This is an optimization exercise on Yosys and OpenROAD, whose aim is small area, not a production implementation.
The RTL was checked by simulation tests, not by an equivalence proof against the original design.
Power and IR drop assume default switching activity.

--- config.mk ---
export PLATFORM = sky130hd
export DESIGN_NAME = pong_vga_top
export DESIGN_NICKNAME = pong_vga_top
export VERILOG_FILES = /design/flow/design.v
export SDC_FILE = /design/flow/constraint.sdc
export NUM_CORES = 4
export LEC_CHECK = 0
export CAP_MARGIN = 20
export CORE_MARGIN = 2
export CORE_UTILIZATION = 40
export SLEW_MARGIN = 20
--- design.v ---
`timescale 1ns / 1ps
module display_controller(
	input clk,
	input rst,
	output hSync, vSync,
	output reg bright,
	output reg[9:0] hCount, 
	output reg [9:0] vCount  
	);
	reg [1:0] div4;
	wire tick25 = (div4 == 2'd0);
	always @(posedge clk)
		if (rst)
			div4 <= 2'd0;
		else
			div4 <= div4 + 2'd1;
	always @ (posedge clk)
		begin
		if (rst)
			begin
			hCount <= 0;
			vCount <= 0;
			end
		else if (tick25)
			begin
			if (hCount < 10'd799)
				begin
				hCount <= hCount + 1;
				end
			else if (vCount < 10'd524)
				begin
				hCount <= 0;
				vCount <= vCount + 1;
				end
			else
				begin
				hCount <= 0;
				vCount <= 0;
				end
			end
		end
	assign hSync = (hCount < 96) ? 1:0;
	assign vSync = (vCount < 2) ? 1:0;
	always @(posedge clk)
		begin
		if (rst)
			bright <= 0;
		else if (tick25)
			begin
			if(hCount > 10'd143 && hCount < 10'd784 && vCount > 10'd34 && vCount < 10'd516)
				bright <= 1;
			else
				bright <= 0;
			end
		end	
endmodule
`timescale 1ns / 1ps
module pong_vga_bitchange(
	input clk,
	input rst,
	input bright,
	input p1_button_u,
	input p1_button_d,
	input p2_button_u,
	input p2_button_d,
	input start_btn,
	input [9:0] hCount, vCount,
	output reg [11:0] rgb,
	output reg [15:0] score1,
	output reg [15:0] score2
   );
	parameter BLACK = 12'b0000_0000_0000;
	parameter WHITE = 12'b1111_1111_1111;
	parameter RED   = 12'b1111_0000_0000;
	parameter GREEN = 12'b0000_1111_0000;
	localparam [49:0] PADDLE_WAIT = 50'd50;
	localparam [49:0] BALL_WAIT   = 50'd100;
	wire p1_paddle;
	wire p2_paddle;
	wire ball;
	reg enable;
	wire p1_seg1, p1_seg2, p1_seg3, p1_seg4, p1_seg5, p1_seg6, p1_seg7, p1_one;
	wire p2_seg1, p2_seg2, p2_seg3, p2_seg4, p2_seg5, p2_seg6, p2_seg7, p2_one;
	reg [27:0]  divclk;
	reg[49:0] I;
	reg[49:0] J;
	reg[49:0] K;
	reg[1:0] trajectory_sign;
	reg[9:0] p1_paddle_mid; 
	reg[9:0] p2_paddle_mid; 
	reg[9:0] ball_mid_x; 
	reg[9:0] ball_mid_y; 
	reg[1:0] ball_shift_x; 
	reg[1:0] ball_shift_y; 
	always @(posedge clk) 	
	    begin							
	        if (rst)
				divclk <= 0;
	        else
				divclk <= divclk + 1'b1;
	    end
	always@ (*)  
         begin 
            if (p1_paddle == 1 || p2_paddle == 1 || ball == 1)
                rgb = WHITE;
            else
                rgb = BLACK;
            if(score1 == 16'd0 && ((p1_seg1 == 1) || (p1_seg2 == 1) || (p1_seg3 == 1) || (p1_seg4 == 1) || (p1_seg5 == 1) || (p1_seg6 == 1)))
            	rgb = WHITE;
            if(score1 == 16'd1 && ((p1_seg2 == 1) || (p1_seg3 == 1)))
            	rgb = WHITE;
            if(score1 == 16'd2 && ((p1_seg1 == 1) || (p1_seg2 == 1) || (p1_seg7 == 1) || (p1_seg5 == 1) || (p1_seg4 == 1)))
            	rgb = WHITE;
            if(score1 == 16'd3 && ((p1_seg1 == 1) || (p1_seg2 == 1) || (p1_seg3 == 1) || (p1_seg4 == 1) || (p1_seg7 == 1)))
            	rgb = WHITE;
           	if(score1 == 16'd4 && ((p1_seg2 == 1) || (p1_seg3 == 1) || (p1_seg6 == 1) || (p1_seg7 == 1)))
           		rgb = WHITE;
           	if(score1 == 16'd5 && ((p1_seg1 == 1) || (p1_seg3 == 1) || (p1_seg4 == 1) || (p1_seg6 == 1) || (p1_seg7 == 1)))
           		rgb = WHITE;
           	if(score1 == 16'd6 && ((p1_seg1 == 1) || (p1_seg3 == 1) || (p1_seg4 == 1) || (p1_seg5 == 1) || (p1_seg6 == 1) || (p1_seg7 == 1)))
           		rgb = WHITE;
           	if(score1 == 16'd7 && ((p1_seg1 == 1) || (p1_seg2 == 1) || (p1_seg3 == 1)))
           		rgb = WHITE;
           	if(score1 == 16'd8 && ((p1_seg1 == 1) || (p1_seg2 == 1) || (p1_seg3 == 1) || (p1_seg4 == 1) || (p1_seg5 == 1) || (p1_seg6 == 1) || (p1_seg7 == 1)))
           		rgb = WHITE;
           	if(score1 == 16'd9 && ((p1_seg1 == 1) || (p1_seg2 == 1) || (p1_seg3 == 1) || (p1_seg6 == 1) || (p1_seg7 == 1)))
           		rgb = WHITE;
           	if(score1 == 16'd10 && (p1_one == 1 || (p1_seg1 == 1) || (p1_seg2 == 1) || (p1_seg3 == 1) || (p1_seg4 == 1) || (p1_seg5 == 1) || (p1_seg6 == 1)))
           		rgb = WHITE;
           	if(score2 == 16'd0 && ((p2_seg1 == 1) || (p2_seg2 == 1) || (p2_seg3 == 1) || (p2_seg4 == 1) || (p2_seg5 == 1) || (p2_seg6 == 1)))
            	rgb = WHITE;
            if(score2 == 16'd1 && ((p2_seg2 == 1) || (p2_seg3 == 1)))
            	rgb = WHITE;
            if(score2 == 16'd2 && ((p2_seg1 == 1) || (p2_seg2 == 1) || (p2_seg7 == 1) || (p2_seg5 == 1) || (p2_seg4 == 1)))
            	rgb = WHITE;
            if(score2 == 16'd3 && ((p2_seg1 == 1) || (p2_seg2 == 1) || (p2_seg3 == 1) || (p2_seg4 == 1) || (p2_seg7 == 1)))
            	rgb = WHITE;
           	if(score2 == 16'd4 && ((p2_seg2 == 1) || (p2_seg3 == 1) || (p2_seg6 == 1) || (p2_seg7 == 1)))
           		rgb = WHITE;
           	if(score2 == 16'd5 && ((p2_seg1 == 1) || (p2_seg3 == 1) || (p2_seg4 == 1) || (p2_seg6 == 1) || (p2_seg7 == 1)))
           		rgb = WHITE;
           	if(score2 == 16'd6 && ((p2_seg1 == 1) || (p2_seg3 == 1) || (p2_seg4 == 1) || (p2_seg5 == 1) || (p2_seg6 == 1) || (p2_seg7 == 1)))
           		rgb = WHITE;
           	if(score2 == 16'd7 && ((p2_seg1 == 1) || (p2_seg2 == 1) || (p2_seg3 == 1)))
           		rgb = WHITE;
           	if(score2 == 16'd8 && ((p2_seg1 == 1) || (p2_seg2 == 1) || (p2_seg3 == 1) || (p2_seg4 == 1) || (p2_seg5 == 1) || (p2_seg6 == 1) || (p2_seg7 == 1)))
           		rgb = WHITE;
           	if(score2 == 16'd9 && ((p2_seg1 == 1) || (p2_seg2 == 1) || (p2_seg3 == 1) || (p2_seg6 == 1) || (p2_seg7 == 1)))
           		rgb = WHITE;
           	if(score2 == 16'd10 && (p2_one == 1 || (p2_seg1 == 1) || (p2_seg2 == 1) || (p2_seg3 == 1) || (p2_seg4 == 1) || (p2_seg5 == 1) || (p2_seg6 == 1)))
           		rgb = WHITE;
        end
	always@ (posedge clk)
	   begin
		if (rst)
			begin
				enable <= 1'b0;
				score1 <= 16'd0;
				score2 <= 16'd0;
			end
		else
			begin
				if(start_btn == 1'b1 && enable == 1'b0)
					begin
						enable <= 1'b1;  
						if(score1 == 16'd10 || score2 == 16'd10)
							begin
								score1 <= 16'd0;
								score2 <= 16'd0;
							end
					end
				if((ball_mid_x + 5 >= 10'd727) && (enable == 1'b1) && (start_btn == 1'b0))
					begin
						enable <= 1'b0;
						score1 <= score1 + 1;
					end 
				else if((ball_mid_x - 5 <= 10'd200) && (enable == 1'b1) && (start_btn == 1'b0))
					begin
						enable <= 1'b0;
						score2 <= score2 + 1;
					end
			end
		end
	always@ (posedge clk)
	begin
		if (rst)
			begin
				I <= 50'd0;
				J <= 50'd0;
				p1_paddle_mid <= 10'd275;
				p2_paddle_mid <= 10'd275;
			end
		else if(enable == 1'b1)
			begin
				if ((p1_button_u == 1'b1) && (hCount >= 10'd144) && (hCount <= 10'd784) && (p1_paddle_mid >= 10'd64))
					begin
						if(I < PADDLE_WAIT) 
							I <= I + 50'd1;
						else
							begin
								I <= 50'd0;
								p1_paddle_mid <= p1_paddle_mid - 10'd1;
							end
					end
				else if ((p1_button_d == 1'b1) && (hCount >= 10'd144) && (hCount <= 10'd784) && (p1_paddle_mid <= 10'd484))
					begin
						if(I < PADDLE_WAIT)
							I <= I + 50'd1;
						else
							begin
								I <= 50'd0;
								p1_paddle_mid <= p1_paddle_mid + 10'd1;
							end
					end
				if ((p2_button_u == 1'b1) && (hCount >= 10'd144) && (hCount <= 10'd784) && (p2_paddle_mid >= 10'd64))
					begin
						if(J < PADDLE_WAIT)
							J <= J + 50'd1;
						else
							begin
								J <= 50'd0;
								p2_paddle_mid <= p2_paddle_mid - 10'd1;
							end
					end 
				else if ((p2_button_d == 1'b1) && (hCount >= 10'd144) && (hCount <= 10'd784) && (p2_paddle_mid <= 10'd484))
					begin
						if(J < PADDLE_WAIT)
							J <= J + 50'd1;
						else
							begin
								J <= 50'd0;
								p2_paddle_mid <= p2_paddle_mid + 10'd1;
							end
					end 
			end
		else 
			begin
				p1_paddle_mid <= 10'd275;
				p2_paddle_mid <= 10'd275;
			end
	end
	reg [9:0] bx, by;
	reg [1:0] tr, sx, sy;
	reg [49:0] kn;
	always@(*)
	begin
		bx = ball_mid_x;
		by = ball_mid_y;
		tr = trajectory_sign;
		sx = ball_shift_x;
		sy = ball_shift_y;
		kn = K;
		if(start_btn == 1'b1 && enable == 1'b0)
			begin
				tr = divclk[1:0];
				sx = 2'd1 + divclk[2];
				sy = 2'd1 + divclk[2];
			end
		if(enable == 1'b1)
			begin
				if(kn < BALL_WAIT) 
					begin
						kn = kn + 50'd1;
					end
				else
					begin
						kn = 50'd0;
						case (trajectory_sign) 
						2'b00:
				            begin
				                bx = bx - sx;
				                by = by + sy;
				            end
						2'b01:
				            begin 
				                bx = bx + sx;
				                by = by + sy;
				            end
						2'b10:
				            begin
				                bx = bx - sx;
				                by = by - sy;
				            end
						2'b11:
				            begin
				                bx = bx + sx;
				                by = by - sy;
				            end
						endcase
					end
				if(by + 5 >= 10'd516)
					if(trajectory_sign[0] == 0) 
						begin
							tr = 2'b10;
						end
					else					    
						begin
							tr = 2'b11;
						end
				else if(by - 5 <= 10'd34)
					if(trajectory_sign[0] == 0) 
						begin
							tr = 2'b00;
						end
					else                        
						begin
							tr = 2'b01;
						end
				if(((bx - 5 <= 10'd210) && (bx - 5 >= 10'd200)) && ((by < p1_paddle_mid + 30) && (by > p1_paddle_mid - 30)))
					begin
						if(trajectory_sign[1] == 1)
							begin
								tr = 2'b11;
							end
						else
							begin
								tr = 2'b01;
							end
						if((by <= p1_paddle_mid + 30) && (by >= p1_paddle_mid + 18))
							begin
								sx = 2'd2;
								sy = 2'd3;
							end
						else if ((ball_shift_y < p1_paddle_mid + 18) && (ball_shift_y >= p1_paddle_mid + 6))
							begin
								sx = 2'd2;
								sy = 2'd1;
							end
						else if ((ball_shift_y < p1_paddle_mid + 6) && (ball_shift_y >= p1_paddle_mid - 6))
							begin
								sx = 2'd1;
								sy = 2'd1;
							end
						else if ((ball_shift_y < p1_paddle_mid - 6) && (ball_shift_y >= p1_paddle_mid - 18))
							begin
								sx = 2'd2;
								sy = 2'd1;
							end
						else if ((ball_shift_y < p1_paddle_mid - 18) && (ball_shift_y >= p1_paddle_mid - 30))
							begin
								sx = 2'd2;
								sy = 2'd3;
							end
					end
				else if(((bx + 5 >= 10'd717) && (bx + 5 <= 10'd727)) && ((by < p2_paddle_mid + 30) && (by > p2_paddle_mid - 30)))
					begin
						if(trajectory_sign[1] == 1)
							begin
								tr = 2'b10;
							end
						else
							begin
								tr = 2'b00;
							end
						if((by <= p2_paddle_mid + 30) && (by >= p2_paddle_mid + 18))
							begin
								sx = 2'd2;
								sy = 2'd3;
							end
						else if ((ball_shift_y < p2_paddle_mid + 18) && (ball_shift_y >= p2_paddle_mid + 6))
							begin
								sx = 2'd2;
								sy = 2'd1;
							end
						else if ((ball_shift_y < p2_paddle_mid + 6) && (ball_shift_y >= p2_paddle_mid - 6))
							begin
								sx = 2'd1;
								sy = 2'd1;
							end
						else if ((ball_shift_y < p2_paddle_mid - 6) && (ball_shift_y >= p2_paddle_mid - 18))
							begin
								sx = 2'd2;
								sy = 2'd1;
							end
						else if ((ball_shift_y < p2_paddle_mid - 18) && (ball_shift_y >= p2_paddle_mid - 30))
							begin
								sx = 2'd2;
								sy = 2'd3;
							end
					end 
			end
		else 
			begin
				bx = 10'd464;
				by = 10'd275;
			end
	end
	always@(posedge clk)
	begin
		if (rst)
			begin
				ball_mid_x <= 10'd464;
				ball_mid_y <= 10'd275;
				trajectory_sign <= 2'b00;
				ball_shift_x <= 2'd1;
				ball_shift_y <= 2'd1;
				K <= 50'd0;
			end
		else
			begin
				ball_mid_x <= bx;
				ball_mid_y <= by;
				trajectory_sign <= tr;
				ball_shift_x <= sx;
				ball_shift_y <= sy;
				K <= kn;
			end
	end
	assign p1_paddle = ((hCount >= 10'd200) && (hCount <= 10'd210)) && (vCount <= p1_paddle_mid + 30) && (vCount >= p1_paddle_mid - 30);
	assign p2_paddle = ((hCount >= 10'd717) && (hCount <= 10'd727)) && (vCount <= p2_paddle_mid + 30) && (vCount >= p2_paddle_mid - 30);
	assign ball = ((hCount >= ball_mid_x - 5) && (hCount <= ball_mid_x + 5)) && ((vCount <= ball_mid_y + 5) && (vCount >= ball_mid_y - 5));
	assign p1_seg1 = ((hCount >= 10'd337) && (hCount <= 10'd357)) && ((vCount >= 10'd44) && (vCount <= 10'd49));
	assign p1_seg2 = ((hCount >= 10'd352) && (hCount <= 10'd357)) && ((vCount > 10'd49) && (vCount <= 10'd64));
	assign p1_seg3 = ((hCount >= 10'd352) && (hCount <= 10'd357)) && ((vCount > 10'd64) && (vCount <= 10'd79));
	assign p1_seg4 = ((hCount >= 10'd337) && (hCount <= 10'd357)) && ((vCount > 10'd79) && (vCount <= 10'd84));
	assign p1_seg5 = ((hCount >= 10'd337) && (hCount <= 10'd342)) && ((vCount > 10'd64) && (vCount <= 10'd79));
	assign p1_seg6 = ((hCount >= 10'd337) && (hCount <= 10'd342)) && ((vCount > 10'd49) && (vCount <= 10'd64));
	assign p1_seg7 = ((hCount >= 10'd337) && (hCount <= 10'd357)) && ((vCount > 10'd62) && (vCount <= 10'd67));
	assign p1_one = ((hCount >= 10'd317) && (hCount <= 10'd322)) && ((vCount >= 10'd44) && (vCount <= 10'd84));
	assign p2_seg1 = ((hCount >= 10'd570) && (hCount <= 10'd590)) && ((vCount >= 10'd44) && (vCount <= 10'd49));
	assign p2_seg2 = ((hCount >= 10'd585) && (hCount <= 10'd590)) && ((vCount > 10'd49) && (vCount <= 10'd64));
	assign p2_seg3 = ((hCount >= 10'd585) && (hCount <= 10'd590)) && ((vCount > 10'd64) && (vCount <= 10'd79));
	assign p2_seg4 = ((hCount >= 10'd570) && (hCount <= 10'd590)) && ((vCount > 10'd79) && (vCount <= 10'd84));
	assign p2_seg5 = ((hCount >= 10'd570) && (hCount <= 10'd575)) && ((vCount > 10'd64) && (vCount <= 10'd79));
	assign p2_seg6 = ((hCount >= 10'd570) && (hCount <= 10'd575)) && ((vCount > 10'd49) && (vCount <= 10'd64));
	assign p2_seg7 = ((hCount >= 10'd570) && (hCount <= 10'd590)) && ((vCount > 10'd62) && (vCount <= 10'd67));
	assign p2_one = ((hCount >= 10'd550) && (hCount <= 10'd555)) && ((vCount >= 10'd44) && (vCount <= 10'd84));
endmodule
`timescale 1ns / 1ps
module counter(
	input clk,
	input rst,
	input[15:0] displayNumber1, 
	input[15:0] displayNumber2, 
	output reg [7:0] anode,
	output reg [6:0] ssdOut	
    );
	reg [20:0] refresh;
	reg [3:0] LEDNumber;
	wire [2:0] LEDCounter;
	always @ (posedge clk)
	begin
		if (rst)
			refresh <= 21'd0;
		else
			refresh <= refresh + 21'd1;
	end
	assign LEDCounter = refresh[20:18];
	always @ (*)
	 begin
		case (LEDCounter) 
		3'b000: begin
			anode = 8'b01111111;
			LEDNumber = displayNumber1/1000;
				end
		3'b001: begin
			anode = 8'b10111111;
			LEDNumber = (displayNumber1 % 1000)/100;
				end
		3'b010: begin
			anode = 8'b11011111;
			LEDNumber = ((displayNumber1 % 1000)%100)/10;
				end
		3'b011: begin
			anode = 8'b11101111;
			LEDNumber = ((displayNumber1 % 1000)%100)%10;
				end
		3'b100: begin
			anode = 8'b11110111;
			LEDNumber = displayNumber2/1000;
				end
		3'b101: begin
			anode = 8'b11111011;
			LEDNumber = (displayNumber2 % 1000)/100;
				end
		3'b110: begin
			anode = 8'b11111101;
			LEDNumber = ((displayNumber2 % 1000)%100)/10;
				end
		3'b111: begin
			anode = 8'b11111110;
			LEDNumber = ((displayNumber2 % 1000)%100)%10;
				end		
		endcase
	end
	always @ (*)
    begin
        case (LEDNumber) 
        4'b0000: ssdOut = 7'b0000001;     
        4'b0001: ssdOut = 7'b1001111; 
        4'b0010: ssdOut = 7'b0010010; 
        4'b0011: ssdOut = 7'b0000110;  
        4'b0100: ssdOut = 7'b1001100;  
        4'b0101: ssdOut = 7'b0100100; 
        4'b0110: ssdOut = 7'b0100000;  
        4'b0111: ssdOut = 7'b0001111;  
        4'b1000: ssdOut = 7'b0000000;     
        4'b1001: ssdOut = 7'b0000100; 
        default: ssdOut = 7'b0000001; 
        endcase
    end
endmodule
`timescale 1ns / 1ps
module pong_vga_top(
	input ClkPort,
	input rst,  
	input BtnC,
	input BtnU,
	input BtnD,
	input BtnL, 
	input BtnR,
	output hSync, vSync,
	output [3:0] vgaR, vgaG, vgaB,
	output An0, An1, An2, An3, An4, An5, An6, An7,
	output Ca, Cb, Cc, Cd, Ce, Cf, Cg, Dp,
	output MemOE, MemWR, RamCS, QuadSpiFlashCS
	);
	wire bright;
	wire[9:0] hc, vc;
	wire[15:0] score;
	wire[15:0] score1;
	wire[15:0] score2;
	wire [6:0] ssdOut;
	wire [7:0] anode;
	wire [11:0] rgb;
	display_controller dc(.clk(ClkPort), .rst(rst), .hSync(hSync), .vSync(vSync), .bright(bright), .hCount(hc), .vCount(vc));
	pong_vga_bitchange vbc(.clk(ClkPort), .rst(rst), .start_btn(BtnC), .bright(bright), .p1_button_u(BtnL), .p1_button_d(BtnD), .p2_button_u(BtnU), .p2_button_d(BtnR), .hCount(hc), .vCount(vc), .rgb(rgb), .score1(score1), .score2(score2));
	counter cnt(.clk(ClkPort), .rst(rst), .displayNumber1(score1), .displayNumber2(score2), .anode(anode), .ssdOut(ssdOut));
	assign Dp = 1;
	assign {Ca, Cb, Cc, Cd, Ce, Cf, Cg} = ssdOut[6 : 0];
    assign {An7, An6, An5, An4, An3, An2, An1, An0} = {anode};
	assign vgaR = rgb[11 : 8];
	assign vgaG = rgb[7  : 4];
	assign vgaB = rgb[3  : 0];
	assign {MemOE, MemWR, RamCS, QuadSpiFlashCS} = 4'b1111;
endmodule
--- run.sh ---
#!/bin/bash
# synth_recipe.tcl (not shown) runs the flow's synth.tcl, then flattens the netlist and writes it again
# the make line also repeats each setting of config.mk as NAME=value (left out here)
make -C /OpenROAD-flow-scripts/flow DESIGN_CONFIG=/design/flow/config.mk WORK_HOME=/design/flow/orfs CLKGATE_MAP_FILE= SYNTH_SCRIPT=/design/flow/synth_recipe.tcl finish
--- constraint.sdc ---
create_clock -name core_clock -period 120.0 [get_ports {ClkPort}]
set_input_delay 24.0000 -clock core_clock [delete_from_list [all_inputs] [get_ports {ClkPort}]]
set_output_delay 24.0000 -clock core_clock [all_outputs]
set_load 0.01 [all_outputs]
==> impl_metrics.ini <==
[outcome]
outcome = finished clean

[yosys]
ys_top_cells_by_count = 555 x sky130_fd_sc_hd__nor2_1, 330 x sky130_fd_sc_hd__nand2_1, 284 x sky130_fd_sc_hd__a21oi_1
synth_edf_count = 0
ys_seq_elements = 275
synth-adder-area-share = 0.0951
yosysWarningCount = 3
synth_top_area_share = 0.186
synth_most_common_cell = sky130_fd_sc_hd__nor2_1
largest_family_of_logic_cells_by_synthesized_area = simple AND/OR/NAND/NOR gates
synth_cell_type_count = 130
top_cells_by_area_synth = sky130_fd_sc_hd__dfxtp_1 19%, sky130_fd_sc_hd__ha_1 8.8%, sky130_fd_sc_hd__nor2_1 7.1%
fraction_of_the_mapped_netlist_area_in_compound_gates = 0.275
post_synthesis_average_cell_area_um2 = 7.22
post_synth_xor_area_fraction = 0.0784
syn_inst = 4092
synth_ff_type = sky130_fd_sc_hd__dfxtp_1
area_of_the_mapped_netlist_um2 = 29500
async_reset_ff_frac = 0
synth-simple-area-share = 0.291
synth.mux.area_fraction = 0.0280
yosysSeqAreaShare = 0.186
synth_top_area_cell = sky130_fd_sc_hd__dfxtp_1

[clocking]
cts_setup_buffers = 0
cts-root-buf = sky130_fd_sc_hd__clkbuf_16
cts_num_sinks = 275
tritoncts = yes
clkTransAtPathRegs_ns = 0.06
cts_hold_buffers = 0
clock_tree.buffer_depth = 3
htree_levels = 2
cts_made_buffers = 34
worst_skew_pair.late_latency_ns = 0.58
cts_resized = 0

[setup_path]
crit_path_start_kind = flop
timing.critical_path.required_ns = 96.00
worstSetupPathType = flop to output port
worstPathMaxFanout = 15
crit-reg2reg-capture = vbc.trajectory_sign[0]
critPathMaxStageDelay_ns = 0.67
worst-endpoint-arrival_ns = 15.72
worst_setup_path_end_kind = output port
ff2ff_path_depth = 33
reg2reg_slack_ns = 112.74
timing.rr.start = vbc.enable
timing.critical_path.buf_inv = 2
timing.critical_path.slowest_stage_cell = sky130_fd_sc_hd__o2bb2ai_1
cp_top_family = compound AO/OA/AOI/OAI gates

[routing]
drt-vias-per-instance = 6.00
total_number_of_vias = 29860
drtIter0Drc = 2592
drt-wirelength-per-cell_um = 17.1
detail-route-antenna-nets = 0
drtPass1Iterations = 24
route.final.wire_length_mm = 85.2
detail_route.drc_violations = 0

[floorplan]
fp.dieW_um = 276
core-area_um2 = 73100
placementRows = 99
floorplan.initialDensity = 0.404
die-area_um2 = 76100
io_pins = 41
floorplan.die.height_um = 276

[power]
power.share.switching = 0.249
power_frac_seq = 0.447
power.static_leakage_nw = 12.2
pwr_density_cell_nw_per_um2 = 6.54
net-switching-power_mw = 0.0514
vdd_ir_drop_max_v = 0.0000114
fin_total_pwr_mw = 0.207
pwr-share-comb = 0.044
power.internal_mw = 0.155
share_clk_of_total_power = 0.509

[timing]
setup_repair_after_global_routing_missed_its_margin = no
hold_violations = 0
report.final.setup_viol = 0
timing_max_transition_violations_final = 0
max_freq_mhz = 25.2
fin_setup_tns_ns = 0
max-slew-margin-rel = 0.333
final_period_minus_worst_setup_slack_ns = 39.72
finalCritPeriodShare = 0.331
clock_skew_ns = 0.0157
max_slew.worst_pin.slew_ns = 0.973

[min_path]
hold_path_depth = 1
hold_path.class = flop to flop
min_from = dc.div4[0]
min_to = dc.div4[0]

[flow_run]
maxCapViolations = 0

[place]
finalWeightedCongestion = 0.910
port_buffers = 35
dpl.hpwl_mm = 63.1

[layout]
layout.nets = 4213
flow.area_growth_from_synthesis_pct = 7.11
layout_cells_sized_above_1 = 0.0563
num_antenna_cells = 0

[global_routing]
antenna_violations_before_repair = 0
grt_pass1_wl_mm = 139
pin_count_of_the_biggest_net_entering_global_routing = 68
grt_overflow = 0
grtUsageTotal = 0.217
via_count_of_the_first_global_routing_pass = 27051
==> power groups by stage <==
stage	clock network [mW]	registers, mW	logic, mW
6_report	0.105	0.0924	0.00920
5_1_grt	0.112	0.0924	0.0105
4_1_cts	0.108	0.0924	0.00926
3_5_place_dp	0	0.0944	0.00920
3_3_place_gp	0	0.0944	0.00913
2_1_floorplan	0	0.0942	0.00712
==> placed cells by master, fill, tap and decap left out, types with 22 or more instances in the layout <==
cell type,n
sky130_fd_sc_hd__clkdlybuf4s50_1,34
sky130_fd_sc_hd__nand2_1,330
sky130_fd_sc_hd__o21a_1,29
sky130_fd_sc_hd__a21oi_1,284
sky130_fd_sc_hd__xor2_1,116
sky130_fd_sc_hd__and2_1,42
sky130_fd_sc_hd__o211ai_1,50
sky130_fd_sc_hd__nand3_1,157
sky130_fd_sc_hd__nand2b_1,63
sky130_fd_sc_hd__nor3_1,113
sky130_fd_sc_hd__a211oi_1,42
sky130_fd_sc_hd__clkbuf_16,34
sky130_fd_sc_hd__nor2_1,555
sky130_fd_sc_hd__mux2i_1,64
sky130_fd_sc_hd__nand4_1,72
sky130_fd_sc_hd__a21o_1,67
sky130_fd_sc_hd__dfxtp_1,275
sky130_fd_sc_hd__nor4_1,65
sky130_fd_sc_hd__o21ai_1,22
sky130_fd_sc_hd__o31ai_1,23
sky130_fd_sc_hd__a31oi_1,88
sky130_fd_sc_hd__inv_1,119
sky130_fd_sc_hd__buf_4,29
sky130_fd_sc_hd__ha_1,207
sky130_fd_sc_hd__or3_1,47
sky130_fd_sc_hd__nor2b_1,62
sky130_fd_sc_hd__o21ai_0,222
sky130_fd_sc_hd__and3_1,90
sky130_fd_sc_hd__xnor2_1,141
==> worst max path at each step <==
stage               cells after the start  end  slack (ns)           start
floorplan                              50   Cg       84.32  vbc.score2[13]
global placement                       47   Cg       81.29  vbc.score1[11]
detailed placement                     47   Cg       81.25  vbc.score2[13]
CTS                                    47   Cg       80.53  vbc.score2[13]
global route                           47   Ce       78.84  vbc.score2[13]
finish                                 46   Cg       80.28  vbc.score2[13]
==> final cells by class <==
cell class / count / area [um^2]
Timing Repair Buffer: 64 / 563
Tap cell: 959 / 1200
Sequential cell: 275 / 5510
Inverter: 125 / 469
Clock inverter: 15 / 188
Clock buffer: 43 / 965
Fill cell: 7561 / 41400
Multi-Input combinational cell: 3495 / 22800
==> per-stage QoR <==
step	instances	area (um^2)	worst slack (ns)	util	hold WS (ns)
after global routing	4976	31600	78.84	0.433	0.433
after global placement	4918	30500	81.29	0.417	0.401
after detailed placement	4918	30500	81.25	0.417	0.401
after CTS	4976	31600	80.53	0.433	0.409
final	4976	31600	80.28	0.433	0.411
after floorplan	4096	29600	84.32	-	0.393
==> flip-flops by register name (all words and copies together), names as in the netlist, 16 cells and up <==
| signal | cells |
|---|---|
| cnt.refresh | 21 |
| vbc.I | 50 |
| vbc.J | 50 |
| vbc.K | 50 |
| vbc.score1 | 16 |
| vbc.score2 | 16 |
==> per-layer routing <==
layer	track usage	vias to the layer above	share of wire	wire, um
met1	0.305	13964	0.48	41200
met2	0.353	821	0.44	37800
met3	0.0250	110	0.051	4310
met5	0	-	0	0
met4	0.0536	0	0.022	1870
li1	-	14965	-	-
==> logic make-up (layout without fill, tap and decap cells) <==
group | Yosys count | in the layout
AO/OA/AOI/OAI | 1185 | 1185
buffers and inverters | 326 | 247
XOR/XNOR | 261 | 261
other | 1 | 5
adder cells (fa/ha/maj) | 225 | 225
AND/OR/NAND/NOR | 1739 | 1739
flip-flops | 275 | 275
multiplexers | 80 | 80

-- static timing again, ports no longer ideal --
No port has a modelled driver above. Below, the same layout with a new extraction and two added sets of constraints.
Step 1 sets driving cells, clkbuf_16 on the clock port and buf_2 on the other inputs (assumed; they add their load-dependent delay and slew).
Step 2 moves the port delays by t, midway between the first and last clock arrival at a register: inputs arrive t later, outputs are due t later. That takes back most of the time a late clock gives input paths.
a / b / c = no drivers / after step 1 / after step 2; a / b = the first two.
t (ns): 0.622
slack for setup (ns): 80.279 / 80.225 / 80.847
worst setup path at the end: register to output
slew at the worst register clock pin (ns): 0.07 / 0.07
worst slew at a driven data input, ns: 0.06
After both steps this run still meets setup and hold. For this run, drivers alone change the setup slack by -0.054 ns; drivers and shift together by +0.568 ns.
